Background: an optimization exercise with open tools, aiming at small area and a short achievable clock period. Do not read the settings as production practice.
The RTL was checked by simulation tests, not by an equivalence proof against the original design.
The clock port is modelled as an ideal driver, which makes a skipped or thinned clock tree look cheaper than it is; a real chip needs a root buffer or a tree.
Power is estimated from default activity; no workload was simulated.

## exp/sierra
Design LOG2_FIXED_POINT, start of the top module:
module LOG2_FIXED_POINT
          (i_CLK,
           i_RSTn,
           i_VALID,
           i_DATA_VALID,
           i_DATA,
           o_VALID,
           o_LOG2_VALID,
           o_LOG2);
  input   i_CLK;
  input   i_RSTn;
  input   i_VALID;
  input   i_DATA_VALID;
  input   [15:0] i_DATA;   
  output  o_VALID;
  output  o_LOG2_VALID;
  output  signed [18:0] o_LOG2;   
  wire [4:0] mn;      
  wire [4:0] ip;      
  wire [9:0] t;       
  LOG2_NORM u_norm (.x(i_DATA), .mn(mn), .ip(ip));
  reg  [4:0] r_mn;
  reg  [4:0] r_ip;
  reg        r_vld;   
  always @(posedge i_CLK or negedge i_RSTn)
    if (!i_RSTn)
      r_vld <= 1'b0;
    else if (i_VALID)
      r_vld <= i_DATA_VALID;
  always @(posedge i_CLK)
    if (i_VALID) begin
      r_mn <= mn;
      r_ip <= ip;
    end
  LOG2_TABLE u_table (.mn(r_mn), .t(t));
  assign o_LOG2       = {{4{r_ip[4]}}, r_ip, t};
  assign o_LOG2_VALID = r_vld;
  assign o_VALID      = i_VALID;
endmodule   
export LEC_CHECK = 0
export CAP_MARGIN = 20
export CORE_MARGIN = 2
export CORE_UTILIZATION = 20
export SETUP_SLACK_MARGIN = 1.4
export SLEW_MARGIN = 20
create_clock -name core_clock -period 4.0 [get_ports {i_CLK}]
standard.sh (not shown) runs the stock make flow with config.mk's settings and CLKGATE_MAP_FILE= SYNTH_SCRIPT=/design/flow/synth_recipe.tcl, a recipe that flattens the netlist after the stock synthesis.
==> flow/flow/run.sh <==
#!/bin/bash
# Own layout flow. Synthesis: LOG2_NORM is taken as the cell netlist in
# flow/norm_cells.v (the same function as rtl/CLZ.v), LOG2_TABLE is mapped by
# ABC for speed, then the design is flattened. Layout: the standard ORFS
# flow from that netlist, with minimum-size port buffers and a small clock tree.
set -euo pipefail
here=$(pwd)
YOSYS=$FLOW_HOME/../tools/install/yosys/bin/yosys
LIB=$FLOW_HOME/platforms/sky130hd/lib/sky130_fd_sc_hd__tt_025C_1v80.lib
DU="-dont_use *probe* -dont_use *lpflow* -dont_use *clkdly* -dont_use *dlygate* -dont_use *dlymetal*"
mkdir -p syn
# The standard synthesis, run only for the names it gives the flip-flops:
# ours are renamed to match (flow/regnames.py), pairing them by their Q nets.
sed "s#$here/orfs#$here/refsyn#g" standard.sh > refsyn.sh
bash refsyn.sh synth > refsyn.log 2>&1
REF=$here/refsyn/results/sky130hd/LOG2_FIXED_POINT/base/1_2_yosys.v
cat > syn/synth.ys <<EOS
read_liberty -lib $LIB
read_verilog -defer $FLOW_DESIGN
read_verilog -defer -overwrite $here/flow/norm_cells.v
hierarchy -check -top $FLOW_TOP
synth -nofsm -noshare -top $FLOW_TOP
opt -purge
dfflibmap -liberty $LIB $DU
opt
abc -script $here/flow/table.abc -liberty $LIB $DU LOG2_TABLE
abc -script $here/flow/top.abc -liberty $LIB $DU $FLOW_TOP
flatten
setundef -zero
splitnets
opt_clean -purge
hilomap -singleton -hicell sky130_fd_sc_hd__conb_1 HI -locell sky130_fd_sc_hd__conb_1 LO
insbuf -buf sky130_fd_sc_hd__buf_1 A X
rename -hide w:*\$func\$*
check -assert -mapped
tee -o $here/syn/stat.txt stat -liberty $LIB
write_verilog -noattr -nohex -nodec $here/syn/netlist.v
EOS
$YOSYS -l syn/yosys.log -q syn/synth.ys > /dev/null
python3 flow/regnames.py $REF syn/netlist.v syn/netlist_named.v > syn/regnames.log
CK=sky130_fd_sc_hd__clkbuf_4
bash standard.sh SYNTH_NETLIST_FILES=$here/syn/netlist_named.v \
  "BUFFER_PORTS_ARGS=-buffer_cell sky130_fd_sc_hd__buf_1" \
  "CTS_ARGS=-sink_clustering_enable -repair_clock_nets -buf_list $CK -root_buf sky130_fd_sc_hd__clkbuf_8 -sink_clustering_size 30 -sink_clustering_max_diameter 300 -dont_use_dummy_load" \
  POST_CTS_TCL=$here/flow/post_cts.tcl \
  finish > standard.log 2>&1
==> flow/flow/norm_cells.v <==
// Generated by gen/gen_norm.py: LOG2_NORM as sky130_fd_sc_hd cells.
module LOG2_NORM (x, mn, ip);
  input  [15:0] x;
  output [4:0]  mn;
  output [4:0]  ip;
  wire a1, a2, a3, c3, h1, h2, h3, l1, l2, l3, ma0, ma1, ma2, ma3, ma4, mb0, mb1, mb2, mb3, mb4, p2, p3, s0, s1, s2, s3, t0, t1, t2, w12, w13, w14, w15, wa12, wa13, wa14, wa15, wb12, wb13, wb14, wb15, wn10, wn11, wn12, wn13, wn14, wn7, wn8, wn9, z0, za1, za2, za3;
  sky130_fd_sc_hd__nor2_1 u_h3 (.A(x[15]), .B(x[14]), .Y(h3));
  sky130_fd_sc_hd__nor2_1 u_l3 (.A(x[13]), .B(x[12]), .Y(l3));
  sky130_fd_sc_hd__nand2_1 u_a3 (.A(h3), .B(l3), .Y(a3));
  sky130_fd_sc_hd__nor2_1 u_h2 (.A(x[11]), .B(x[10]), .Y(h2));
  sky130_fd_sc_hd__nor2_1 u_l2 (.A(x[9]), .B(x[8]), .Y(l2));
  sky130_fd_sc_hd__nand2_1 u_a2 (.A(h2), .B(l2), .Y(a2));
  sky130_fd_sc_hd__nor2_1 u_h1 (.A(x[7]), .B(x[6]), .Y(h1));
  sky130_fd_sc_hd__nor2_1 u_l1 (.A(x[5]), .B(x[4]), .Y(l1));
  sky130_fd_sc_hd__nand2_1 u_a1 (.A(h1), .B(l1), .Y(a1));
  sky130_fd_sc_hd__nor4_1 u_z0 (.A(x[3]), .B(x[2]), .C(x[1]), .D(x[0]), .Y(z0));
  sky130_fd_sc_hd__and2_0 u_za3 (.A(h3), .B(l3), .X(za3));
  sky130_fd_sc_hd__and2_0 u_za2 (.A(h2), .B(l2), .X(za2));
  sky130_fd_sc_hd__and2_0 u_za1 (.A(h1), .B(l1), .X(za1));
  sky130_fd_sc_hd__buf_1 u_s3 (.A(a3), .X(s3));
  sky130_fd_sc_hd__and2_0 u_s2 (.A(za3), .B(a2), .X(s2));
  sky130_fd_sc_hd__and3_1 u_s1 (.A(za3), .B(za2), .C(a1), .X(s1));
  sky130_fd_sc_hd__and3_1 u_s0 (.A(za3), .B(za2), .C(za1), .X(s0));
  sky130_fd_sc_hd__or2_0 u_p3 (.A(a3), .B(a2), .X(p3));
  sky130_fd_sc_hd__or2_0 u_p2 (.A(a3), .B(s1), .X(p2));
  sky130_fd_sc_hd__a22oi_1 u_wa15 (.A1(s3), .A2(x[15]), .B1(s2), .B2(x[11]), .Y(wa15));
  sky130_fd_sc_hd__a22oi_1 u_wb15 (.A1(s1), .A2(x[7]), .B1(s0), .B2(x[3]), .Y(wb15));
  sky130_fd_sc_hd__nand2_1 u_w15 (.A(wa15), .B(wb15), .Y(w15));
  sky130_fd_sc_hd__a22oi_1 u_wa14 (.A1(s3), .A2(x[14]), .B1(s2), .B2(x[10]), .Y(wa14));
  sky130_fd_sc_hd__a22oi_1 u_wb14 (.A1(s1), .A2(x[6]), .B1(s0), .B2(x[2]), .Y(wb14));
  sky130_fd_sc_hd__nand2_1 u_w14 (.A(wa14), .B(wb14), .Y(w14));
  sky130_fd_sc_hd__a22oi_1 u_wa13 (.A1(s3), .A2(x[13]), .B1(s2), .B2(x[9]), .Y(wa13));
  sky130_fd_sc_hd__a22oi_1 u_wb13 (.A1(s1), .A2(x[5]), .B1(s0), .B2(x[1]), .Y(wb13));
  sky130_fd_sc_hd__nand2_1 u_w13 (.A(wa13), .B(wb13), .Y(w13));
  sky130_fd_sc_hd__a22oi_1 u_wa12 (.A1(s3), .A2(x[12]), .B1(s2), .B2(x[8]), .Y(wa12));
  sky130_fd_sc_hd__a22oi_1 u_wb12 (.A1(s1), .A2(x[4]), .B1(s0), .B2(x[0]), .Y(wb12));
  sky130_fd_sc_hd__nand2_1 u_w12 (.A(wa12), .B(wb12), .Y(w12));
  sky130_fd_sc_hd__a222oi_1 u_wn11 (.A1(s3), .A2(x[11]), .B1(s2), .B2(x[7]), .C1(s1), .C2(x[3]), .Y(wn11));
  sky130_fd_sc_hd__a222oi_1 u_wn10 (.A1(s3), .A2(x[10]), .B1(s2), .B2(x[6]), .C1(s1), .C2(x[2]), .Y(wn10));
  sky130_fd_sc_hd__a222oi_1 u_wn9 (.A1(s3), .A2(x[9]), .B1(s2), .B2(x[5]), .C1(s1), .C2(x[1]), .Y(wn9));
  sky130_fd_sc_hd__a222oi_1 u_wn8 (.A1(s3), .A2(x[8]), .B1(s2), .B2(x[4]), .C1(s1), .C2(x[0]), .Y(wn8));
  sky130_fd_sc_hd__a22oi_1 u_wn7 (.A1(s3), .A2(x[7]), .B1(s2), .B2(x[3]), .Y(wn7));
  sky130_fd_sc_hd__inv_1 u_wn14 (.A(w14), .Y(wn14));
  sky130_fd_sc_hd__inv_1 u_wn13 (.A(w13), .Y(wn13));
  sky130_fd_sc_hd__inv_1 u_wn12 (.A(w12), .Y(wn12));
  sky130_fd_sc_hd__and2b_1 u_t2 (.A_N(w15), .B(w14), .X(t2));
  sky130_fd_sc_hd__and3b_1 u_t1 (.A_N(w15), .B(wn14), .C(w13), .X(t1));
  sky130_fd_sc_hd__and3b_1 u_t0 (.A_N(w15), .B(wn14), .C(wn13), .X(t0));
  sky130_fd_sc_hd__a22oi_1 u_ma4 (.A1(w15), .A2(wn14), .B1(t2), .B2(wn13), .Y(ma4));
  sky130_fd_sc_hd__a22oi_1 u_mb4 (.A1(t1), .A2(wn12), .B1(t0), .B2(wn11), .Y(mb4));
  sky130_fd_sc_hd__nand2_1 u_mn4 (.A(ma4), .B(mb4), .Y(mn[4]));
  sky130_fd_sc_hd__a22oi_1 u_ma3 (.A1(w15), .A2(wn13), .B1(t2), .B2(wn12), .Y(ma3));
  sky130_fd_sc_hd__a22oi_1 u_mb3 (.A1(t1), .A2(wn11), .B1(t0), .B2(wn10), .Y(mb3));
  sky130_fd_sc_hd__nand2_1 u_mn3 (.A(ma3), .B(mb3), .Y(mn[3]));
  sky130_fd_sc_hd__a22oi_1 u_ma2 (.A1(w15), .A2(wn12), .B1(t2), .B2(wn11), .Y(ma2));
  sky130_fd_sc_hd__a22oi_1 u_mb2 (.A1(t1), .A2(wn10), .B1(t0), .B2(wn9), .Y(mb2));
  sky130_fd_sc_hd__nand2_1 u_mn2 (.A(ma2), .B(mb2), .Y(mn[2]));
  sky130_fd_sc_hd__a22oi_1 u_ma1 (.A1(w15), .A2(wn11), .B1(t2), .B2(wn10), .Y(ma1));
  sky130_fd_sc_hd__a22oi_1 u_mb1 (.A1(t1), .A2(wn9), .B1(t0), .B2(wn8), .Y(mb1));
  sky130_fd_sc_hd__nand2_1 u_mn1 (.A(ma1), .B(mb1), .Y(mn[1]));
  sky130_fd_sc_hd__a22oi_1 u_ma0 (.A1(w15), .A2(wn10), .B1(t2), .B2(wn9), .Y(ma0));
  sky130_fd_sc_hd__a22oi_1 u_mb0 (.A1(t1), .A2(wn8), .B1(t0), .B2(wn7), .Y(mb0));
  sky130_fd_sc_hd__nand2_1 u_mn0 (.A(ma0), .B(mb0), .Y(mn[0]));
  sky130_fd_sc_hd__and2_0 u_c3 (.A(p2), .B(w15), .X(c3));
  sky130_fd_sc_hd__nor2_1 u_ip4 (.A(p3), .B(c3), .Y(ip[4]));
  sky130_fd_sc_hd__xnor2_1 u_ip3 (.A(p3), .B(c3), .Y(ip[3]));
  sky130_fd_sc_hd__xor2_1 u_ip2 (.A(p2), .B(w15), .X(ip[2]));
  sky130_fd_sc_hd__nor2_1 u_ip1 (.A(w15), .B(t0), .Y(ip[1]));
  sky130_fd_sc_hd__a211oi_1 u_ip0 (.A1(s0), .A2(z0), .B1(w15), .C1(t1), .Y(ip[0]));
endmodule
==> flow/flow/table.abc <==
strash; dch -f; map -D 400; topo; buffer -p; upsize -D 400; dnsize -D 400; topo
Other scripts of this flow, unchanged in this note and not shown: flow/flow/post_cts.tcl, flow/flow/regnames.py, flow/flow/top.abc
[inputs] exp/juniper vs exp/sierra
- changing SETUP_SLACK_MARGIN from 1.4 to 1.6
Results
Compared with exp/sierra, in exp/juniper count of unresolved DRC violations after routing saw little to no change; proportion of layout cells with a drive suffix above 1 rose by 9.2 points; critical path depth climbed 1.
The launching instance or port of the critical path comes out i_DATA[9] in one run and i_DATA[13] in the other, namely in exp/sierra and exp/juniper respectively.
exp/sierra → exp/juniper: global-route usage went up by 0.65 points, synthesized area about even, post-layout worst setup margin +0.098 ns.
--- input diff exp/juniper..exp/amber ---
- SETUP_SLACK_MARGIN changed from 1.6 to 1.5
diff --git a/flow/flow/run.sh b/flow/flow/run.sh
--- a/flow/flow/run.sh
+++ b/flow/flow/run.sh
@@ -25,3 +25,3 @@
 opt
-abc -script $here/flow/table.abc -liberty $LIB $DU LOG2_TABLE
+abc -script $here/flow/table.abc -constr $here/flow/table.constr -liberty $LIB $DU LOG2_TABLE
 abc -script $here/flow/top.abc -liberty $LIB $DU $FLOW_TOP
diff --git a/flow/flow/norm_cells.v b/flow/flow/norm_cells.v
--- a/flow/flow/norm_cells.v
+++ b/flow/flow/norm_cells.v
@@ -5,3 +5,3 @@
   output [4:0]  ip;
-  wire a1, a2, a3, c3, h1, h2, h3, l1, l2, l3, ma0, ma1, ma2, ma3, ma4, mb0, mb1, mb2, mb3, mb4, p2, p3, s0, s1, s2, s3, t0, t1, t2, w12, w13, w14, w15, wa12, wa13, wa14, wa15, wb12, wb13, wb14, wb15, wn10, wn11, wn12, wn13, wn14, wn7, wn8, wn9, z0, za1, za2, za3;
+  wire a1, a2, a3, c3, h1, h2, h3, l1, l2, l3, ma0, ma1, ma2, ma3, ma4, mb0, mb1, mb2, mb3, mb4, p2, p3, s0, s1, s2, s3, t0, t1, t2, w12, w13, w14, w15, w15n, wa12, wa13, wa14, wa15, wb12, wb13, wb14, wb15, wn10, wn11, wn12, wn13, wn14, wn7, wn8, wn9, z0, za1, za2, za3;
   sky130_fd_sc_hd__nor2_1 u_h3 (.A(x[15]), .B(x[14]), .Y(h3));
@@ -16,9 +16,9 @@
   sky130_fd_sc_hd__nor4_1 u_z0 (.A(x[3]), .B(x[2]), .C(x[1]), .D(x[0]), .Y(z0));
-  sky130_fd_sc_hd__and2_0 u_za3 (.A(h3), .B(l3), .X(za3));
-  sky130_fd_sc_hd__and2_0 u_za2 (.A(h2), .B(l2), .X(za2));
-  sky130_fd_sc_hd__and2_0 u_za1 (.A(h1), .B(l1), .X(za1));
-  sky130_fd_sc_hd__buf_1 u_s3 (.A(a3), .X(s3));
-  sky130_fd_sc_hd__and2_0 u_s2 (.A(za3), .B(a2), .X(s2));
-  sky130_fd_sc_hd__and3_1 u_s1 (.A(za3), .B(za2), .C(a1), .X(s1));
-  sky130_fd_sc_hd__and3_1 u_s0 (.A(za3), .B(za2), .C(za1), .X(s0));
+  sky130_fd_sc_hd__and2_1 u_za3 (.A(h3), .B(l3), .X(za3));
+  sky130_fd_sc_hd__and2_1 u_za2 (.A(h2), .B(l2), .X(za2));
+  sky130_fd_sc_hd__and2_1 u_za1 (.A(h1), .B(l1), .X(za1));
+  sky130_fd_sc_hd__buf_2 u_s3 (.A(a3), .X(s3));
+  sky130_fd_sc_hd__and3_2 u_s2 (.A(h3), .B(l3), .C(a2), .X(s2));
+  sky130_fd_sc_hd__and3_2 u_s1 (.A(za3), .B(za2), .C(a1), .X(s1));
+  sky130_fd_sc_hd__and3_2 u_s0 (.A(za3), .B(za2), .C(za1), .X(s0));
   sky130_fd_sc_hd__or2_0 u_p3 (.A(a3), .B(a2), .X(p3));
@@ -27,3 +27,3 @@
   sky130_fd_sc_hd__a22oi_1 u_wb15 (.A1(s1), .A2(x[7]), .B1(s0), .B2(x[3]), .Y(wb15));
-  sky130_fd_sc_hd__nand2_1 u_w15 (.A(wa15), .B(wb15), .Y(w15));
+  sky130_fd_sc_hd__nand2_2 u_w15 (.A(wa15), .B(wb15), .Y(w15));
   sky130_fd_sc_hd__a22oi_1 u_wa14 (.A1(s3), .A2(x[14]), .B1(s2), .B2(x[10]), .Y(wa14));
@@ -37,2 +37,3 @@
   sky130_fd_sc_hd__nand2_1 u_w12 (.A(wa12), .B(wb12), .Y(w12));
+  sky130_fd_sc_hd__and2_1 u_w15n (.A(wa15), .B(wb15), .X(w15n));
   sky130_fd_sc_hd__a222oi_1 u_wn11 (.A1(s3), .A2(x[11]), .B1(s2), .B2(x[7]), .C1(s1), .C2(x[3]), .Y(wn11));
@@ -45,5 +46,5 @@
   sky130_fd_sc_hd__inv_1 u_wn12 (.A(w12), .Y(wn12));
-  sky130_fd_sc_hd__and2b_1 u_t2 (.A_N(w15), .B(w14), .X(t2));
-  sky130_fd_sc_hd__and3b_1 u_t1 (.A_N(w15), .B(wn14), .C(w13), .X(t1));
-  sky130_fd_sc_hd__and3b_1 u_t0 (.A_N(w15), .B(wn14), .C(wn13), .X(t0));
+  sky130_fd_sc_hd__and2_2 u_t2 (.A(w15n), .B(w14), .X(t2));
+  sky130_fd_sc_hd__and3_2 u_t1 (.A(w15n), .B(wn14), .C(w13), .X(t1));
+  sky130_fd_sc_hd__and3_2 u_t0 (.A(w15n), .B(wn14), .C(wn13), .X(t0));
   sky130_fd_sc_hd__a22oi_1 u_ma4 (.A1(w15), .A2(wn14), .B1(t2), .B2(wn13), .Y(ma4));
==> flow/flow/table.abc <==
strash; dch -f; map -D 600; topo; buffer -p; upsize -D 600; dnsize -D 600; topo
==> flow/flow/table.constr (new file) <==
set_driving_cell sky130_fd_sc_hd__buf_1
set_load 0.004
Results
- On exp/amber: final period demand of the worst path is 0.019 ns higher than what exp/juniper gave.
- Sequential cell area share (lower): exp/juniper
- Sort exp/juniper and exp/amber by first-pass GRT wire length asc -> top: exp/amber
- Non-clock buffer instance count of the final layout for exp/amber is lower than for exp/juniper.
- Taking exp/juniper as the reference, in exp/amber portion of the clock cycle consumed by the worst path in the final layout went up 0.47 points; total wire length down about 12%; portion of total power attributed to the clock network fell 0.5 points.
What exp/xenon does differently from exp/amber at the input level:
- SETUP_SLACK_MARGIN now 1.4, was 1.5
- CORE_UTILIZATION now 50, was 20
==> flow/flow/table.abc <==
strash; dc2; dch -f; map -D 1000; topo; buffer -p; upsize -D 1000; dnsize -D 1000; topo
==> comparison <==
exp/xenon ends up with higher ratio of routed vias to standard cells than exp/amber does. exp/xenon vs. exp/amber: proportion of power drawn by combinational gates went down; clock tree buffer count of the final layout barely changed. Note that the sum of met3 wire segment lengths after detailed routing recorded for exp/amber amounts to 0.865 times the value seen in exp/xenon. exp/xenon vs exp/amber — count of non-filler cells in the finished layout dropped 19%. r_mn[0] as the timing endpoint of the critical path was reported by exp/amber, and o_LOG2[6] by exp/xenon. Final hold slack is higher on exp/amber.

what the ideal ports hide:
Ports are ideal in the flow. The routed layouts listed here were re-timed in OpenROAD. Step 1 (the two cells are an assumption about what drives the block):
set clk [get_ports {i_CLK}]
set_driving_cell -lib_cell sky130_fd_sc_hd__clkbuf_16 $clk
set_driving_cell -lib_cell sky130_fd_sc_hd__buf_2 [delete_from_list [all_inputs] $clk]
Step 2, shift: input delay + t, output delay - t, t = (earliest + latest rising clock arrival at the registers) / 2. This alone moves slack from input paths to output paths. a / b / c = ideal / step 1 / step 2; a / b = the first two.
| run | t (ns) | setup WS [ns] | worst setup path at the end | worst register clock-pin slew, ns | cell pins on the clock port's net |
|---|---|---|---|---|---|
| exp/sierra | 0.153 | 1.569 / 1.569 / 1.416 | input to register | 0.07 / 0.07 | 1 |
| exp/juniper | 0.157 | 1.667 / 1.670 / 1.513 | input to register | 0.07 / 0.07 | 1 |
| exp/amber | 0.150 | 1.648 / 1.648 / 1.497 | input to register | 0.07 / 0.07 | 1 |
| exp/xenon | 0.155 | 1.496 / 1.474 / 1.465 | input to register | 0.07 / 0.07 | 1 |
After both steps setup and hold are still met in every run listed. The setup slack of exp/juniper, which loses most, moves by +0.003 ns with the drivers and by -0.154 ns with both steps.
